Source: an optimization exercise on an open RTL-to-GDS flow (aim: small area). Production flows keep margins and buffers that such runs may drop. Function was not checked in any run shown here: the RTL went through the layout flow alone. Power and IR drop assume default switching activity.

## flow/config.mk

```make
export PLATFORM = sky130hd
export DESIGN_NAME = Top_Memory_Game
export DESIGN_NICKNAME = Top_Memory_Game
export VERILOG_FILES = /design/flow/design.v
export SDC_FILE = /design/flow/constraint.sdc
export NUM_CORES = 4
export LEC_CHECK = 0
export CAP_MARGIN = 20
export CORE_MARGIN = 2
export CORE_UTILIZATION = 60
export CTS_BUF_LIST = sky130_fd_sc_hd__clkbuf_8
export CTS_CLUSTER_DIAMETER = 60
export CTS_CLUSTER_SIZE = 16
export SLEW_MARGIN = 20
```

## flow/constraint.sdc

```tcl
create_clock -name core_clock -period 25.0 [get_ports {clk}]
set_input_delay 5.0000 -clock core_clock [delete_from_list [all_inputs] [get_ports {clk}]]
set_output_delay 5.0000 -clock core_clock [all_outputs]
set_load 0.01 [all_outputs]
```

## flow/design.v

```verilog
module Top_Memory_Game (
    input wire clk,
    input wire rst_n,
    input wire [7:0] btn_raw,
    output wire [7:0] led_out,
    output wire [7:0] seg_data,
    output wire [7:0] seg_sel,
    output reg pwm_servo,
    output wire lcd_rs,
    output wire lcd_rw,
    output wire lcd_en,
    output reg [7:0] lcd_data
);
    integer j;
    localparam [9:0] DB_HIT = 10'd440;
    wire [7:0] btn_in = ~btn_raw;
    reg  [7:0] db_prev, db_out;
    wire [7:0] db_hit;
    genvar g;
    generate
        for (g = 0; g < 8; g = g + 1) begin : db
            reg  [9:0] d;            
            wire       clr = btn_in[g] ^ db_prev[g];
            assign db_hit[g] = (d == DB_HIT);
            always @(posedge clk)
                d <= clr ? 10'd0 : {~d[8:0], ~(d[9] ^ d[6])};
        end
    endgenerate
    always @(posedge clk or negedge rst_n) begin
        if (!rst_n) begin
            db_prev <= 8'd0;
            db_out  <= 8'd0;
        end else begin
            db_prev <= btn_in;
            db_out  <= (db_hit & db_prev) | (~db_hit & db_out);
        end
    end
    wire [7:0] btn_pos = db_hit & db_prev & ~db_out;
    wire       any_key = |btn_pos;
    reg  [2:0] key;
    always @(*) begin
        casez (btn_pos)
            8'b???????1: key = 3'd0;
            8'b??????10: key = 3'd1;
            8'b?????100: key = 3'd2;
            8'b????1000: key = 3'd3;
            8'b???10000: key = 3'd4;
            8'b??100000: key = 3'd5;
            8'b?1000000: key = 3'd6;
            default:     key = 3'd7;
        endcase
    end
    reg [2:0] lo;
    reg [6:0] ph7;       
    reg [6:0] sh7;       
    reg       pre;
    wire [5:0] e;
    wire [9:0] pcnt = {ph7, lo};
    wire p999 = (ph7 == 7'd124) && (lo == 3'd7);
    always @(posedge clk) begin
        if (!rst_n) begin
            lo <= 3'd0; ph7 <= 7'd0;
        end else begin
            lo <= lo + 3'd1;
            if (lo == 3'd7) ph7 <= (ph7 == 7'd124) ? 7'd0 : ph7 + 7'd1;
        end
    end
    always @(posedge clk or negedge rst_n) begin
        if (!rst_n) begin
            sh7 <= 7'd0; pwm_servo <= 1'b0;
        end else begin
            if (lo == 3'd7) sh7 <= sh7 + 7'd1;
            pwm_servo <= pre;
        end
    end
    always @(posedge clk)
        pre <= p999 || (pcnt < {4'd0, e} + 10'd49);
    wire [7:0] sdec = 8'd1 << sh7[6:4];      
    assign seg_sel = ~sdec;
    localparam S_GB   = 4'd0;    
    localparam S_GS   = 4'd1;    
    localparam S_SB   = 4'd2;    
    localparam S_SC   = 4'd3;    
    localparam S_GA   = 4'd4;    
    localparam S_WT   = 4'd5;    
    localparam S_XC   = 4'd6;    
    localparam S_CK   = 4'd7;
    localparam S_IDLE = 4'd8;
    localparam S_PS   = 4'd9;
    localparam S_FL   = 4'd10;
    localparam S_XF   = 4'd11;   
    localparam S_DN   = 4'd12;
    localparam [11:0] PH0 = 12'd0;
    localparam [11:0] PH1 = 12'd1;
    localparam [11:0] PHL = 12'd3386;    
    reg [3:0]  st;
    reg [2:0]  round;
    reg [4:0]  score;
    reg [11:0] ph;
    reg [7:0]  cq;
    reg [3:0]  idx;
    reg [2:0]  A [0:7];
    reg        rep;
    reg        match;
    wire ph0    = (ph == PH0);
    wire phlast = (ph == PHL);
    wire [3:0] k = {1'b0, round} + 4'd3;
    reg [4:0] per_q, on_q;
    always @(*) begin
        case (round)
            3'd2: begin per_q = 5'd16; on_q = 5'd12; end
            3'd3: begin per_q = 5'd12; on_q = 5'd9;  end
            3'd4: begin per_q = 5'd8;  on_q = 5'd6;  end
            3'd5: begin per_q = 5'd4;  on_q = 5'd3;  end
            default: begin per_q = 5'd20; on_q = 5'd15; end
        endcase
    end
    wire first   = (cq == 8'd0) && ph0;
    wire t_idle  = (cq == 8'd60) && ph0;             
    wire t_check = (cq == 8'd9) && phlast;           
    wire t_end   = (cq == 8'd59) && phlast;          
    wire t_per   = (cq == {3'd0, per_q}) && ph0;
    wire t_up    = (cq == 8'd200) && (ph == PH1);    
    wire last_i  = (idx == k - 4'd1);
    reg [15:0] lfsr;
    always @(posedge clk or negedge rst_n) begin
        if (!rst_n) lfsr <= 16'hACE1;
        else        lfsr <= {lfsr[14:0], lfsr[15] ^ lfsr[13] ^ lfsr[12] ^ lfsr[10]};
    end
    wire [2:0] rv = lfsr[2:0];
    wire [7:0] dec = 8'd1 << idx[2:0];
    reg  [2:0] a_cur, a_disp;
    always @(*) begin
        a_cur = 3'd0; a_disp = 3'd0;
        for (j = 0; j < 8; j = j + 1) begin
            a_cur  = a_cur  | ({3{dec[j]}}  & A[j]);
            a_disp = a_disp | ({3{sdec[j]}} & A[j]);
        end
    end
    wire g_first = (idx == 4'd15);
    wire skip    = !g_first && (rv == a_cur) && rep;
    wire gen_wr  = (st == S_GB) && !last_i && !skip;
    wire key_wr  = (st == S_WT) && !t_up && (idx != k) && !first && any_key;
    wire [2:0] wd = (st == S_GB) ? rv : key;
    wire [7:0] we = ({8{gen_wr}} & {dec[6:0], dec[7]}) | ({8{key_wr}} & dec);
    wire t_clr = (st == S_GB) || (st == S_SC) || (st == S_XC) || (st == S_XF) ||
                 ((st == S_SB) && t_per) || ((st == S_GS) && (ph == PH1));
    always @(posedge clk) begin
        if (t_clr || !rst_n) begin
            ph <= PH0; cq <= 8'd0;
        end else begin
            ph <= phlast ? PH0 : {ph[10:0], ~(ph[11] ^ ph[10] ^ ph[9] ^ ph[3])};
            cq <= cq + {7'd0, phlast};
        end
    end
    always @(posedge clk or negedge rst_n) begin
        if (!rst_n) begin
            st <= S_IDLE; idx <= 4'd0;
            round <= 3'd1; score <= 5'd0;
        end else begin
            case (st)
                S_IDLE: if (t_idle) st <= S_GA;
                S_GA: begin idx <= 4'd15; st <= S_GB; end
                S_GB: begin
                    if (last_i) st <= S_GS;
                    else if (!skip) idx <= idx + 4'd1;
                end
                S_GS: if (ph == PH1) begin idx <= 4'd0; st <= S_SB; end
                S_SB: if (t_per) begin
                    if (last_i) st <= S_SC;
                    else idx <= idx + 4'd1;
                end
                S_SC: begin idx <= 4'd0; st <= S_WT; end
                S_WT: begin
                    if (t_up) st <= S_XF;
                    else if (idx == k) st <= S_XC;
                    else if (key_wr) idx <= idx + 4'd1;
                end
                S_XC: st <= S_CK;
                S_XF: begin round <= round + 3'd1; st <= S_FL; end
                S_CK: if (t_check) begin
                    round <= round + 3'd1;
                    if (match) begin
                        score <= score + {2'd0, round} + 5'd1;
                        st <= S_PS;
                    end else st <= S_FL;
                end
                S_PS, S_FL: if (t_end) st <= (round == 3'd6) ? S_DN : S_GA;
                default: st <= S_DN;
            endcase
        end
    end
    always @(posedge clk) begin
        for (j = 0; j < 8; j = j + 1)
            if (we[j]) A[j] <= wd;
        if (gen_wr) rep <= !g_first && (rv == a_cur);
        if (st == S_SC) match <= 1'b1;
        if (key_wr) match <= match & (key == a_cur);
    end
    assign e = (st == S_WT || st == S_XC || st == S_XF) ? cq[7:2] : 6'd0;
    wire led_on = (st == S_SB) && !first &&
                  ((cq < {3'd0, on_q}) || ((cq == {3'd0, on_q}) && ph0));
    assign led_out = led_on ? (8'd1 << a_cur) : 8'd0;
    reg [7:0] cnt_gt;
    always @(*)
        for (j = 0; j < 8; j = j + 1)
            cnt_gt[j] = (idx > j);
    wire show = (st[3:2] != 2'b00) && |(cnt_gt & sdec);
    reg [7:0] seg;
    always @(*) begin
        case (a_disp)
            3'd0: seg = 8'h06;
            3'd1: seg = 8'h5B;
            3'd2: seg = 8'h4F;
            3'd3: seg = 8'h66;
            3'd4: seg = 8'h6D;
            3'd5: seg = 8'h7D;
            3'd6: seg = 8'h07;
            default: seg = 8'h7F;
        endcase
    end
    assign seg_data = show ? seg : 8'h00;
    reg [1:0]  lph;              
    reg        lln;              
    reg [2:0]  sub;
    reg [3:0]  ci;
    wire [2:0] scr = !st[3] ? 3'd0 :
                     st[2]  ? 3'd4 :
                     st[1]  ? 3'd3 :
                     st[0]  ? 3'd2 : 3'd1;
    reg [7:0] txt;
    reg [3:0] dsel;
    always @(*) begin
        dsel = 4'd0;
        case ({scr, lln, ci})
            {3'd0, 1'b0, 4'd0}: begin txt = 8'h4C; end
            {3'd0, 1'b0, 4'd1}: begin txt = 8'h76; end
            {3'd0, 1'b0, 4'd2}: begin txt = 8'h2E; end
            {3'd0, 1'b0, 4'd3}: begin txt = 8'h20; end
            {3'd0, 1'b0, 4'd4}: begin txt = 8'h30; dsel[0] = 1'b1; end
            {3'd0, 1'b0, 4'd5}: begin txt = 8'h20; end
            {3'd0, 1'b0, 4'd6}: begin txt = 8'h20; end
            {3'd0, 1'b0, 4'd7}: begin txt = 8'h20; end
            {3'd0, 1'b0, 4'd8}: begin txt = 8'h20; end
            {3'd0, 1'b0, 4'd9}: begin txt = 8'h20; end
            {3'd0, 1'b0, 4'd10}: begin txt = 8'h20; end
            {3'd0, 1'b0, 4'd11}: begin txt = 8'h20; end
            {3'd0, 1'b0, 4'd12}: begin txt = 8'h20; end
            {3'd0, 1'b0, 4'd13}: begin txt = 8'h20; end
            {3'd0, 1'b0, 4'd14}: begin txt = 8'h20; end
            {3'd0, 1'b0, 4'd15}: begin txt = 8'h20; end
            {3'd0, 1'b1, 4'd0}: begin txt = 8'h53; end
            {3'd0, 1'b1, 4'd1}: begin txt = 8'h63; end
            {3'd0, 1'b1, 4'd2}: begin txt = 8'h6F; end
            {3'd0, 1'b1, 4'd3}: begin txt = 8'h72; end
            {3'd0, 1'b1, 4'd4}: begin txt = 8'h65; end
            {3'd0, 1'b1, 4'd5}: begin txt = 8'h3A; end
            {3'd0, 1'b1, 4'd6}: begin txt = 8'h20; end
            {3'd0, 1'b1, 4'd7}: begin txt = 8'h30; dsel[1] = 1'b1; end
            {3'd0, 1'b1, 4'd8}: begin txt = 8'h30; dsel[2] = 1'b1; end
            {3'd0, 1'b1, 4'd9}: begin txt = 8'h30; dsel[3] = 1'b1; end
            {3'd0, 1'b1, 4'd10}: begin txt = 8'h20; end
            {3'd0, 1'b1, 4'd11}: begin txt = 8'h20; end
            {3'd0, 1'b1, 4'd12}: begin txt = 8'h20; end
            {3'd0, 1'b1, 4'd13}: begin txt = 8'h20; end
            {3'd0, 1'b1, 4'd14}: begin txt = 8'h20; end
            {3'd0, 1'b1, 4'd15}: begin txt = 8'h20; end
            {3'd1, 1'b0, 4'd0}: begin txt = 8'h20; end
            {3'd1, 1'b0, 4'd1}: begin txt = 8'h20; end
            {3'd1, 1'b0, 4'd2}: begin txt = 8'h20; end
            {3'd1, 1'b0, 4'd3}: begin txt = 8'h47; end
            {3'd1, 1'b0, 4'd4}: begin txt = 8'h61; end
            {3'd1, 1'b0, 4'd5}: begin txt = 8'h6D; end
            {3'd1, 1'b0, 4'd6}: begin txt = 8'h65; end
            {3'd1, 1'b0, 4'd7}: begin txt = 8'h20; end
            {3'd1, 1'b0, 4'd8}: begin txt = 8'h53; end
            {3'd1, 1'b0, 4'd9}: begin txt = 8'h74; end
            {3'd1, 1'b0, 4'd10}: begin txt = 8'h61; end
            {3'd1, 1'b0, 4'd11}: begin txt = 8'h72; end
            {3'd1, 1'b0, 4'd12}: begin txt = 8'h74; end
            {3'd1, 1'b0, 4'd13}: begin txt = 8'h20; end
            {3'd1, 1'b0, 4'd14}: begin txt = 8'h20; end
            {3'd1, 1'b0, 4'd15}: begin txt = 8'h20; end
            {3'd1, 1'b1, 4'd0}: begin txt = 8'h20; end
            {3'd1, 1'b1, 4'd1}: begin txt = 8'h20; end
            {3'd1, 1'b1, 4'd2}: begin txt = 8'h20; end
            {3'd1, 1'b1, 4'd3}: begin txt = 8'h20; end
            {3'd1, 1'b1, 4'd4}: begin txt = 8'h20; end
            {3'd1, 1'b1, 4'd5}: begin txt = 8'h20; end
            {3'd1, 1'b1, 4'd6}: begin txt = 8'h20; end
            {3'd1, 1'b1, 4'd7}: begin txt = 8'h20; end
            {3'd1, 1'b1, 4'd8}: begin txt = 8'h20; end
            {3'd1, 1'b1, 4'd9}: begin txt = 8'h20; end
            {3'd1, 1'b1, 4'd10}: begin txt = 8'h20; end
            {3'd1, 1'b1, 4'd11}: begin txt = 8'h20; end
            {3'd1, 1'b1, 4'd12}: begin txt = 8'h20; end
            {3'd1, 1'b1, 4'd13}: begin txt = 8'h20; end
            {3'd1, 1'b1, 4'd14}: begin txt = 8'h20; end
            {3'd1, 1'b1, 4'd15}: begin txt = 8'h20; end
            {3'd2, 1'b0, 4'd0}: begin txt = 8'h20; end
            {3'd2, 1'b0, 4'd1}: begin txt = 8'h20; end
            {3'd2, 1'b0, 4'd2}: begin txt = 8'h20; end
            {3'd2, 1'b0, 4'd3}: begin txt = 8'h20; end
            {3'd2, 1'b0, 4'd4}: begin txt = 8'h53; end
            {3'd2, 1'b0, 4'd5}: begin txt = 8'h75; end
            {3'd2, 1'b0, 4'd6}: begin txt = 8'h63; end
            {3'd2, 1'b0, 4'd7}: begin txt = 8'h63; end
            {3'd2, 1'b0, 4'd8}: begin txt = 8'h65; end
            {3'd2, 1'b0, 4'd9}: begin txt = 8'h73; end
            {3'd2, 1'b0, 4'd10}: begin txt = 8'h73; end
            {3'd2, 1'b0, 4'd11}: begin txt = 8'h21; end
            {3'd2, 1'b0, 4'd12}: begin txt = 8'h20; end
            {3'd2, 1'b0, 4'd13}: begin txt = 8'h20; end
            {3'd2, 1'b0, 4'd14}: begin txt = 8'h20; end
            {3'd2, 1'b0, 4'd15}: begin txt = 8'h20; end
            {3'd2, 1'b1, 4'd0}: begin txt = 8'h20; end
            {3'd2, 1'b1, 4'd1}: begin txt = 8'h4E; end
            {3'd2, 1'b1, 4'd2}: begin txt = 8'h65; end
            {3'd2, 1'b1, 4'd3}: begin txt = 8'h78; end
            {3'd2, 1'b1, 4'd4}: begin txt = 8'h74; end
            {3'd2, 1'b1, 4'd5}: begin txt = 8'h20; end
            {3'd2, 1'b1, 4'd6}: begin txt = 8'h4C; end
            {3'd2, 1'b1, 4'd7}: begin txt = 8'h65; end
            {3'd2, 1'b1, 4'd8}: begin txt = 8'h76; end
            {3'd2, 1'b1, 4'd9}: begin txt = 8'h65; end
            {3'd2, 1'b1, 4'd10}: begin txt = 8'h6C; end
            {3'd2, 1'b1, 4'd11}: begin txt = 8'h2E; end
            {3'd2, 1'b1, 4'd12}: begin txt = 8'h2E; end
            {3'd2, 1'b1, 4'd13}: begin txt = 8'h2E; end
            {3'd2, 1'b1, 4'd14}: begin txt = 8'h20; end
            {3'd2, 1'b1, 4'd15}: begin txt = 8'h20; end
            {3'd3, 1'b0, 4'd0}: begin txt = 8'h20; end
            {3'd3, 1'b0, 4'd1}: begin txt = 8'h20; end
            {3'd3, 1'b0, 4'd2}: begin txt = 8'h20; end
            {3'd3, 1'b0, 4'd3}: begin txt = 8'h20; end
            {3'd3, 1'b0, 4'd4}: begin txt = 8'h20; end
            {3'd3, 1'b0, 4'd5}: begin txt = 8'h46; end
            {3'd3, 1'b0, 4'd6}: begin txt = 8'h61; end
            {3'd3, 1'b0, 4'd7}: begin txt = 8'h69; end
            {3'd3, 1'b0, 4'd8}: begin txt = 8'h6C; end
            {3'd3, 1'b0, 4'd9}: begin txt = 8'h2E; end
            {3'd3, 1'b0, 4'd10}: begin txt = 8'h2E; end
            {3'd3, 1'b0, 4'd11}: begin txt = 8'h2E; end
            {3'd3, 1'b0, 4'd12}: begin txt = 8'h20; end
            {3'd3, 1'b0, 4'd13}: begin txt = 8'h20; end
            {3'd3, 1'b0, 4'd14}: begin txt = 8'h20; end
            {3'd3, 1'b0, 4'd15}: begin txt = 8'h20; end
            {3'd3, 1'b1, 4'd0}: begin txt = 8'h20; end
            {3'd3, 1'b1, 4'd1}: begin txt = 8'h20; end
            {3'd3, 1'b1, 4'd2}: begin txt = 8'h54; end
            {3'd3, 1'b1, 4'd3}: begin txt = 8'h72; end
            {3'd3, 1'b1, 4'd4}: begin txt = 8'h79; end
            {3'd3, 1'b1, 4'd5}: begin txt = 8'h20; end
            {3'd3, 1'b1, 4'd6}: begin txt = 8'h41; end
            {3'd3, 1'b1, 4'd7}: begin txt = 8'h67; end
            {3'd3, 1'b1, 4'd8}: begin txt = 8'h61; end
            {3'd3, 1'b1, 4'd9}: begin txt = 8'h69; end
            {3'd3, 1'b1, 4'd10}: begin txt = 8'h6E; end
            {3'd3, 1'b1, 4'd11}: begin txt = 8'h2E; end
            {3'd3, 1'b1, 4'd12}: begin txt = 8'h2E; end
            {3'd3, 1'b1, 4'd13}: begin txt = 8'h2E; end
            {3'd3, 1'b1, 4'd14}: begin txt = 8'h20; end
            {3'd3, 1'b1, 4'd15}: begin txt = 8'h20; end
            {3'd4, 1'b0, 4'd0}: begin txt = 8'h20; end
            {3'd4, 1'b0, 4'd1}: begin txt = 8'h20; end
            {3'd4, 1'b0, 4'd2}: begin txt = 8'h46; end
            {3'd4, 1'b0, 4'd3}: begin txt = 8'h49; end
            {3'd4, 1'b0, 4'd4}: begin txt = 8'h4E; end
            {3'd4, 1'b0, 4'd5}: begin txt = 8'h41; end
            {3'd4, 1'b0, 4'd6}: begin txt = 8'h4C; end
            {3'd4, 1'b0, 4'd7}: begin txt = 8'h20; end
            {3'd4, 1'b0, 4'd8}: begin txt = 8'h53; end
            {3'd4, 1'b0, 4'd9}: begin txt = 8'h43; end
            {3'd4, 1'b0, 4'd10}: begin txt = 8'h4F; end
            {3'd4, 1'b0, 4'd11}: begin txt = 8'h52; end
            {3'd4, 1'b0, 4'd12}: begin txt = 8'h45; end
            {3'd4, 1'b0, 4'd13}: begin txt = 8'h20; end
            {3'd4, 1'b0, 4'd14}: begin txt = 8'h20; end
            {3'd4, 1'b0, 4'd15}: begin txt = 8'h20; end
            {3'd4, 1'b1, 4'd0}: begin txt = 8'h54; end
            {3'd4, 1'b1, 4'd1}: begin txt = 8'h6F; end
            {3'd4, 1'b1, 4'd2}: begin txt = 8'h74; end
            {3'd4, 1'b1, 4'd3}: begin txt = 8'h61; end
            {3'd4, 1'b1, 4'd4}: begin txt = 8'h6C; end
            {3'd4, 1'b1, 4'd5}: begin txt = 8'h3A; end
            {3'd4, 1'b1, 4'd6}: begin txt = 8'h20; end
            {3'd4, 1'b1, 4'd7}: begin txt = 8'h30; dsel[1] = 1'b1; end
            {3'd4, 1'b1, 4'd8}: begin txt = 8'h30; dsel[2] = 1'b1; end
            {3'd4, 1'b1, 4'd9}: begin txt = 8'h30; dsel[3] = 1'b1; end
            {3'd4, 1'b1, 4'd10}: begin txt = 8'h20; end
            {3'd4, 1'b1, 4'd11}: begin txt = 8'h20; end
            {3'd4, 1'b1, 4'd12}: begin txt = 8'h20; end
            {3'd4, 1'b1, 4'd13}: begin txt = 8'h20; end
            {3'd4, 1'b1, 4'd14}: begin txt = 8'h20; end
            {3'd4, 1'b1, 4'd15}: begin txt = 8'h20; end
            default: txt = 8'h20;
        endcase
    end
    wire [7:0] d_h = (score >= 5'd20) ? 8'd1 : 8'd0;
    wire [3:0] tens = (score >= 5'd20) ? 4'd0 : score[4:1];
    wire [7:0] dig = ({8{dsel[0]}} & {5'd0, round}) |
                     ({8{dsel[1]}} & d_h) |
                     ({8{dsel[2]}} & {4'd0, tens}) |
                     ({8{dsel[3]}} & {5'd0, score[0], 1'b0, score[0]});
    wire [7:0] chr = txt | dig;
    reg [7:0] icmd;
    always @(*) begin
        casez (lcd_data)
            8'b??1?????: icmd = 8'h0C;
            8'b????1???: icmd = 8'h06;
            8'b??????1?: icmd = 8'h01;
            8'b???????1: icmd = 8'h80;
            default:     icmd = 8'h38;
        endcase
    end
    wire is_line = (lph == 2'd1);
    wire lwrap = (sub == 3'd5);
    wire dend  = (ci == 4'd12) && (sub == 3'd4);
    wire pos0  = (ci == 4'd0) && (sub == 3'd0);
    always @(posedge clk or negedge rst_n) begin
        if (!rst_n) begin
            lph <= 2'd0; lln <= 1'b0; sub <= 3'd0; ci <= 4'd0; lcd_data <= 8'd0;
        end else begin
            case (lph)
                2'd1: begin
                    if (lwrap) begin
                        sub <= 3'd0; ci <= ci + 4'd1;
                        if (ci == 4'd15) lph <= 2'd2;
                    end else sub <= sub + 3'd1;
                    if (lwrap && ci == 4'd15) lcd_data <= lln ? 8'h80 : 8'hC0;
                    else lcd_data <= chr;
                end
                default: begin
                    if (lph == 2'd0 && pos0) lcd_data <= icmd;
                    if (dend) begin
                        sub <= 3'd0; ci <= 4'd0;
                        if (lph == 2'd2) begin lph <= 2'd1; lln <= ~lln; end
                        else if (lcd_data[7]) lph <= 2'd1;
                    end else begin
                        sub <= sub + 3'd1;
                        if (sub == 3'd7) ci <= ci + 4'd1;
                    end
                end
            endcase
        end
    end
    assign lcd_en = is_line ? (sub == 3'd1 || sub == 3'd2)
                            : (ci == 4'd0 && sub != 3'd0 && sub <= 3'd5);
    assign lcd_rs = is_line && !pos0;
    assign lcd_rw = 1'b0;
endmodule
```

## flow/flow/run.sh

```bash
#!/bin/bash
# Own layout flow: the standard ORFS flow (standard.sh) with three changes:
#  - Yosys's ABC technology mapping uses an area-oriented script
#    (flow/abc_area.script) in place of ORFS's delay-oriented one;
#  - adders are left to ABC (no ORFS half/full-adder cell mapping);
#  - the port buffers are buf_1 cells.
# Everything else (synthesis script, floorplan, power grid, CTS, routing) is
# ORFS's own. Each tool's output goes to its own log under orfs/logs/, and
# make's output to flow_make.log.
set -euo pipefail
W=$(pwd)
rm -rf "$W/orfs_scripts"
mkdir -p "$W/orfs_scripts"
cp -r "$FLOW_HOME/scripts/." "$W/orfs_scripts/"
cp "$W/flow/abc_area.script" "$W/orfs_scripts/abc_speed.script"
bash "$W/standard.sh" "SCRIPTS_DIR=$W/orfs_scripts" "ADDER_MAP_FILE=" \
    "BUFFER_PORTS_ARGS=-buffer_cell sky130_fd_sc_hd__buf_1" finish > "$W/flow_make.log" 2>&1
test -f "$W/out/final.def"
```

## flow/flow/abc_area.script

```
strash
&get -n
&deepsyn -T 60
&put
dch
&get -n
&nf -a -R 200
&put
```

## flow/standard.sh

```bash
#!/bin/bash
# synth_recipe.tcl (not shown) runs the flow's synth.tcl, then flattens the netlist and writes it again
# the make line also repeats each setting of config.mk as NAME=value (left out here)
make -C /OpenROAD-flow-scripts/flow DESIGN_CONFIG=/design/flow/config.mk WORK_HOME=/design/flow/orfs CLKGATE_MAP_FILE= SYNTH_SCRIPT=/design/flow/synth_recipe.tcl "${@:-finish}"
```

==> impl_metrics.tcl, run 1 <==
set metrics [dict create \
    status "finished clean" \
    dr.pass1.iters 6 \
    grt_pass1_vias 6922 \
    critPathRequiredTime_ps 20000 \
    die_w_microns 127 \
    yosys.area.top_type_share 0.243 \
    grt_start_max_net_pins 58 \
    avgSynthCellArea_sq_um 9.19 \
    synth-async-reset-ratio 0.351 \
    core_sq_mm 0.0150 \
    dieArea_sq_mm 0.0163 \
    drive_above_1_share 0.0337 \
    synth_mux_area_frac 0.00219 \
    cts_tree "done" \
    antenna_left 0 \
    power.leakage_nw 3.78 \
    tightest_slew_ps 814 \
    grt-ovfl-total 0 \
    die_h_microns 127 \
    crit_path_end_kind "output pin" \
    post_cts_buffers 0 \
    fin_cells 1257 \
    clk_pin_slew_ps 100 \
    cp-start-kind "register" \
    diodes 0 \
    cts_max_path_buffers 3 \
    synthesis.area_sq_mm 0.00915 \
    slowest_stage "dfrtp_1" \
    cts_inserted_buffers 18 \
    slew_viol_final 0 \
    post-route-period-util 0.320 \
    synth_adder_area_share 0.00219 \
    fin_ws_ps 17000 \
    placement.io_buffers 43 \
    synth_area_leaders "dfxtp_1 (24%), dfrtp_1 (18%), edfxtp_1 (8.5%)" \
    min_period_ps 8000 \
    synth-seq-cells 211 \
    dominantRegCellSynth "dfxtp_1" \
    synth_simple_gate_area_frac 0.253 \
    ctsHoldBuffers 0 \
    finClkSkew_ps 47.7 \
    cp_top_family "flip-flops" \
    rows 45 \
    cts-root-buf "clkbuf_8" \
    place_congestion 1.03 \
    grt_pass1_wl_mm 33.3 \
    synth_area_leader_cell "dfxtp_1" \
    slew_headroom 0.443 \
    p_per_area_mw_per_mm2 77.5 \
    drt-total-wl_mm 20.1 \
    regArea_sq_mm 0.00487 \
    ir_worst_vdd_uv 60.1 \
    worstPathArrival_ps 3000 \
    dp.cells 1226 \
    cp_slowest_stage_delay_ps 760 \
    synth_edf_count 26 \
    io_pins 46 \
    start_util 0.609 \
    synthXorXnorAreaFrac 0.0421 \
    tns_ps 0 \
    cp_cell_sequence "clkinv_1 -> nor2_1 -> a22oi_1 -> nand2_1 -> a311oi_1 -> a41o_1 -> or2_0 -> nor2_1 -> buf_1" \
    fmax_mhz 125 \
    ys_seq_area_frac 0.532 \
    syn_to_final_growth_pct 7.92 \
    dpl.hpwl_mm 14.5 \
    cpMostUsedCell "nor2_1" \
    hold_slack_ps 350 \
    setup_viol 0 \
    hold_path.class "reg -> reg" \
    synth.distinct_cells 62 \
    antenna_found_initial 0 \
    crit_buf_inv 2 \
    synthCells 995 \
    cts-resized-gates 0 \
    track_usage 0.247 \
    timing.max_cap.violations 0 \
    synth_top_family_by_area "simple AND/OR/NAND/NOR gates" \
    place_ws_ps 17600 \
    routed_via_density 5.95 \
    rsz0062_at_grt "false" \
    wire_per_inst_microns 16.0 \
    synth_compound_gate_area_share 0.146 \
    total_power_mw 0.765 \
    nets 1068 \
    hold_viol_final 0 \
    fillers 1285 \
    multi_input_comb_area_sq_mm 0.00409 \
    clock_latency_ps 540 \
    drcViolationCount 0 \
    cp_max_fo 21 \
    cts_num_sinks 211 \
    vias 7480 \
    yosysWarnings 2 \
    ctsHtreeMaxLevel 1 \
    dr.first_iter.drc_count 705 \
    critPathKind "reg -> out" \
]
-- per-stage QoR --
stage	utilization	instance area, sq um
after floorplan	-	9150
after global placement	0.635	9550
after detailed placement	0.635	9550
after CTS	0.657	9870
after global routing	0.657	9870
final	0.657	9870
-- worst register-to-register path, cell delays in order, from the launching register on --
cell and delay, ps:
dfrtp_1 760, clkinv_1 370, nand2_1 200, o21ai_0 120, nor3_1 450, nor2_1 180
a21oi_1 160, o21ai_0 90, a2111oi_0 740, a211oi_1 330, o21ai_0 550, nor3_1 210
-- metal layers --
| metal | GRT usage | up-vias | share of wire |
|---|---|---|---|
| li1 | - | 3692 | - |
| met1 | 0.350 | 3438 | 0.46 |
| met2 | 0.389 | 298 | 0.44 |
| met3 | 0.0436 | 52 | 0.067 |
| met4 | 0.0827 | 0 | 0.031 |
| met5 | 0 | - | 0 |
-- logic make-up (layout without fill, tap and decap cells) --
kind of cell,Yosys count,in the layout
simple gates,480,480
compound gates,204,204
fa+ha+maj,2,2
buf+inv,51,124
mux,2,2
xor+xnor,44,44
flops,211,211
other cells,1,2
-- cell usage in the layout (no fill, tap or decap), types with 18 or more instances in the layout --
master and n:
nor2_1 191, nor2b_1 18, nor3_1 44, clkbuf_8 18, nand3_1 26, a21oi_1 48
nand2b_1 20, and2_0 18, xnor2_1 25, edfxtp_1 26, o21ai_0 53, clkinv_1 49
xor2_1 19, nand2_1 76, dfrtp_1 64, buf_1 42, dfxtp_1 111
-- area by class of cell --
cell class,count,share of cell area
sequential,211,0.493
multi-input combinational,734,0.414
clock buffer,18,0.0251
tap,188,0.0238
inverter,49,0.0186
timing repair buffer,44,0.0175
clock inverter,13,0.00811
-- power by group --
group | leakage (nW) | switching [mW] | internal [mW]
registers | 2.08 | 0.0403 | 0.386
logic | 1.51 | 0.0978 | 0.0579
clock network | 0.191 | 0.112 | 0.0708
-- path summary, 6_finish.rpt --
| check | startpoint | endpoint | slack [ps] | cells after the start |
|---|---|---|---|---|
| max | idx[1]$_DFFE_PN0P_ | led_out[4] | 17000 | 9 |
| min | pre$_DFF_P_ | pwm_servo$_DFF_PN0_ | 350 | 0 |
| max reg2reg | idx[1]$_DFFE_PN0P_ | A[3][0]$_DFFE_PP_ | 20510 | 11 |
| min reg2reg | pre$_DFF_P_ | pwm_servo$_DFF_PN0_ | 350 | 0 |
| max in group asynchronous | rst_n | sh7[4]$_DFFE_PN0P_ | 19560 | 2 |
| min in group asynchronous | rst_n | db_prev[6]$_DFF_PN0_ | 4390 | 1 |
-- Yosys cell counts (all sizes together) (4+ instances only) --
master / number
a211oi: 5
a21o: 5
a21oi: 48
a221o: 4
a221oi: 7
a22o: 5
a22oi: 11
a31oi: 13
a41oi: 4
and2: 18
and3: 11
clkinv: 49
dfrtp: 64
dfstp: 10
dfxtp: 111
edfxtp: 26
nand2: 76
nand2b: 20
nand3: 26
nand3b: 5
nand4: 15
nor2: 191
nor2b: 18
nor3: 44
nor3b: 12
nor4: 14
o211ai: 4
o21a: 7
o21ai: 53
o22ai: 4
o311ai: 4
or2: 8
or3: 7
or4b: 8
xnor2: 25
xor2: 19
-- registers in the layout, indices dropped and copies added (netlist names), 5 cells and up, named ones only --
register / flops
db.d: 80
A: 24
lfsr: 16
ph: 12
cq: 8
db_prev: 8
lcd_data: 8
ph7: 7
sh7: 7
score: 5
==> inputs of run 2 (changes only) <==
--- a/flow/config.mk
+++ b/flow/config.mk
@@ -8,7 +8,7 @@
 export CAP_MARGIN = 20
 export CORE_MARGIN = 2
 export CORE_UTILIZATION = 60
-export CTS_BUF_LIST = sky130_fd_sc_hd__clkbuf_8
-export CTS_CLUSTER_DIAMETER = 60
-export CTS_CLUSTER_SIZE = 16
+export CTS_BUF_LIST = sky130_fd_sc_hd__clkbuf_16
+export CTS_CLUSTER_DIAMETER = 80
+export CTS_CLUSTER_SIZE = 30
 export SLEW_MARGIN = 20
==> run 2 against run 1 <==
Against the previous run:
- global-route usage is 0.066 points lower
- setup slack improved by 94 ps
- sequential share of layout area fell by 0.50 points
- power increased by 5.8%
- critical endpoint unchanged
- largest power group unchanged
- still clean on timing, DRC and antenna
- highest routed layer unchanged
==> impl_metrics.tcl, run 2 <==
set metrics [dict create \
    status "finished clean" \
    rrSetupSlack_ps 20600 \
    routed_via_density 5.96 \
    synth-async-reset-ratio 0.351 \
    worstPathArrival_ps 2910 \
    p_per_area_mw_per_mm2 81.2 \
    yosys.area.top_type_share 0.243 \
    rows 45 \
    cp_cell_sequence "clkinv_1 -> nor2_1 -> a22oi_1 -> nand2_1 -> a311oi_1 -> a41o_1 -> or2_0 -> nor2_1 -> buf_1" \
    io_pins 46 \
    cts_tree "done" \
    rsz0062_at_grt "false" \
    min_period_ps 7910 \
    dr.pass1.iters 5 \
    post_cts_buffers 0 \
    dominantRegCellSynth "dfxtp_1" \
    finClkSkew_ps 18.2 \
    ys_seq_area_frac 0.532 \
    cts_max_path_buffers 3 \
    setup_viol 0 \
    critPathKind "reg -> out" \
    diodes 0 \
    slew_headroom 0.455 \
    layout_common_cells "nor2_1 (191), dfxtp_1 (111), nand2_1 (76)" \
    clk_pin_slew_ps 110 \
    multi_input_comb_area_sq_mm 0.00409 \
    synth.distinct_cells 62 \
    start_util 0.609 \
    crit_start "idx[1]$_DFFE_PN0P_" \
    avgSynthCellArea_sq_um 9.19 \
    r2r.worst_path.cells 11 \
    cp_top_family "flip-flops" \
    drcViolationCount 0 \
    die_h_microns 127 \
    dr.first_iter.drc_count 711 \
    hold_viol_final 0 \
    synth_area_leaders "dfxtp_1 (24%), dfrtp_1 (18%), edfxtp_1 (8.5%)" \
    layout_commonest_cell "nor2_1" \
    drt-total-wl_mm 20.0 \
    fmax_mhz 126 \
    cts_inserted_buffers 12 \
    synthesis.area_sq_mm 0.00915 \
    place_ws_ps 17600 \
    place_congestion 1.03 \
    synth_common_cells "nor2_1 (191), dfxtp_1 (111), nand2_1 (76)" \
    worstReg2RegEnd "A[3][0]$_DFFE_PP_" \
    grt_pass1_wl_mm 33.3 \
    synthCells 995 \
    power.leakage_nw 3.80 \
    cts-resized-gates 0 \
    vias 7431 \
    cts_num_sinks 211 \
    dieArea_sq_mm 0.0163 \
    post-route-period-util 0.316 \
    core_sq_mm 0.0150 \
    nets 1062 \
    slew_viol_final 0 \
    die_w_microns 127 \
    cpMostUsedCell "nor2_1" \
    hold_path.class "reg -> reg" \
    antenna_found_initial 0 \
    crit_buf_inv 2 \
    wire_per_inst_microns 16.1 \
    cp-start-kind "register" \
    synth_edf_count 26 \
    crit_path_end "led_out[4]" \
    cp_max_fo 21 \
    fin_cells 1246 \
    fillers 1261 \
    tightest_slew_ps 797 \
    yosysMostFrequentCell "nor2_1" \
    dpl.hpwl_mm 14.5 \
    path_depth 9 \
    cp_slowest_stage_delay_ps 750 \
    crit_path_end_kind "output pin" \
    synth_area_leader_cell "dfxtp_1" \
    fin_ws_ps 17090 \
    ctsHtreeMaxLevel 1 \
    timing.max_cap.violations 0 \
    slowest_stage "dfrtp_1" \
    clock_latency_ps 470 \
    syn_to_final_growth_pct 9.03 \
    grt_pass1_vias 6848 \
    dp.cells 1226 \
    critPathRequiredTime_ps 20000 \
    tns_ps 0 \
    grt_start_max_net_pins 58 \
    regArea_sq_mm 0.00487 \
    drive_above_1_share 0.0284 \
    antenna_left 0 \
    track_usage 0.247 \
    top_register "db.d" \
    ctsHoldBuffers 0 \
    grt-ovfl-total 0 \
    reg_top3 "db.d (80), A (24), lfsr (16)" \
    ir_worst_vdd_uv 60.1 \
    placement.io_buffers 43 \
    synth-seq-cells 211 \
    cts-root-buf "clkbuf_16" \
    yosysWarnings 2 \
    r2r_start "idx[1]$_DFFE_PN0P_" \
    largest_register_ffs 80 \
]
run 2: cell counts after synthesis:
No cell type changed its count.
run 2: area by class of cell:
class / instances / share of cell area
clock inverter: 6 / 0.00790
multi-input combinational: 734 / 0.410
tap: 188 / 0.0236
inverter: 49 / 0.0184
clock buffer: 14 / 0.0351
timing repair buffer: 44 / 0.0173
sequential: 211 / 0.488
run 2: report_power, final:
part / leakage (nW) / internal (mW) / switching (mW) / total [mW]
combinational: 1.51 / 0.0579 / 0.0988 / 0.157
clock: 0.216 / 0.115 / 0.112 / 0.227
sequential: 2.08 / 0.386 / 0.0400 / 0.426
run 2: kinds of logic after synthesis:
family,synth area share
compound gates,0.146
xor+xnor,0.0421
fa+ha+maj,0.00219
buf+inv,0.0217
flops,0.532
mux,0.00219
other cells,0.000410
simple gates,0.253
run 2: per-layer routing:
| layer | vias up | routed length [microns] | share of wire | GRT usage |
|---|---|---|---|---|
| li1 | 3670 | - | - | - |
| met1 | 3444 | 9240 | 0.46 | 0.353 |
| met2 | 267 | 8870 | 0.44 | 0.389 |
| met3 | 50 | 1370 | 0.068 | 0.0373 |
| met4 | 0 | 548 | 0.027 | 0.0802 |
| met5 | - | 0 | 0 | 0 |
run 2: worst min-delay path by stage:
stage | slack, ps | cells past startpoint | startpoint | to
finish | 340 | 0 | pre$_DFF_P_ | pwm_servo$_DFF_PN0_
global route | 370 | 0 | pre$_DFF_P_ | pwm_servo$_DFF_PN0_
CTS | 350 | 0 | pre$_DFF_P_ | pwm_servo$_DFF_PN0_
detailed placement | 350 | 0 | pre$_DFF_P_ | pwm_servo$_DFF_PN0_
global placement | 320 | 0 | pre$_DFF_P_ | pwm_servo$_DFF_PN0_
floorplan | 320 | 0 | pre$_DFF_P_ | pwm_servo$_DFF_PN0_
run 2: per-stage QoR:
step	instance area, sq um	hold slack, ps	utilization	total power [mW]
5_1_grt	9970	366	0.664	0.850
3_3_place_gp	9550	318	0.635	0.585
2_1_floorplan	9150	316	-	0.540
3_5_place_dp	9550	345	0.635	0.588
6_report	9970	340	0.664	0.810
4_1_cts	9970	348	0.664	0.815

==> static timing again, ports no longer ideal <==
No port has a modelled driver above. Below, the same layouts with a new extraction and two added sets of constraints. Step 1: set_driving_cell puts a clkbuf_16 on clk and a buf_2 on each other input, an assumption about the parent block. Step 2 times the ports against the registers' clock, not the clock port: input delays grow and output delays shrink by t, the midpoint of the rising clock arrivals with the driver on. Three values: ideal, step 1, step 2; two values: the first two.
run | shift t [ns] | setup slack, ns | hold slack, ns | worst slew at a driven data input, ns | cell pins on the clock port's net
run 1 | 0.552 | 16.998 / 16.960 / 17.512 | 0.350 / 0.350 / 0.350 | 0.03 | 1
run 2 | 0.506 | 17.092 / 17.049 / 17.555 | 0.340 / 0.340 / 0.340 | 0.03 | 1
After both steps every run listed still meets setup and hold.
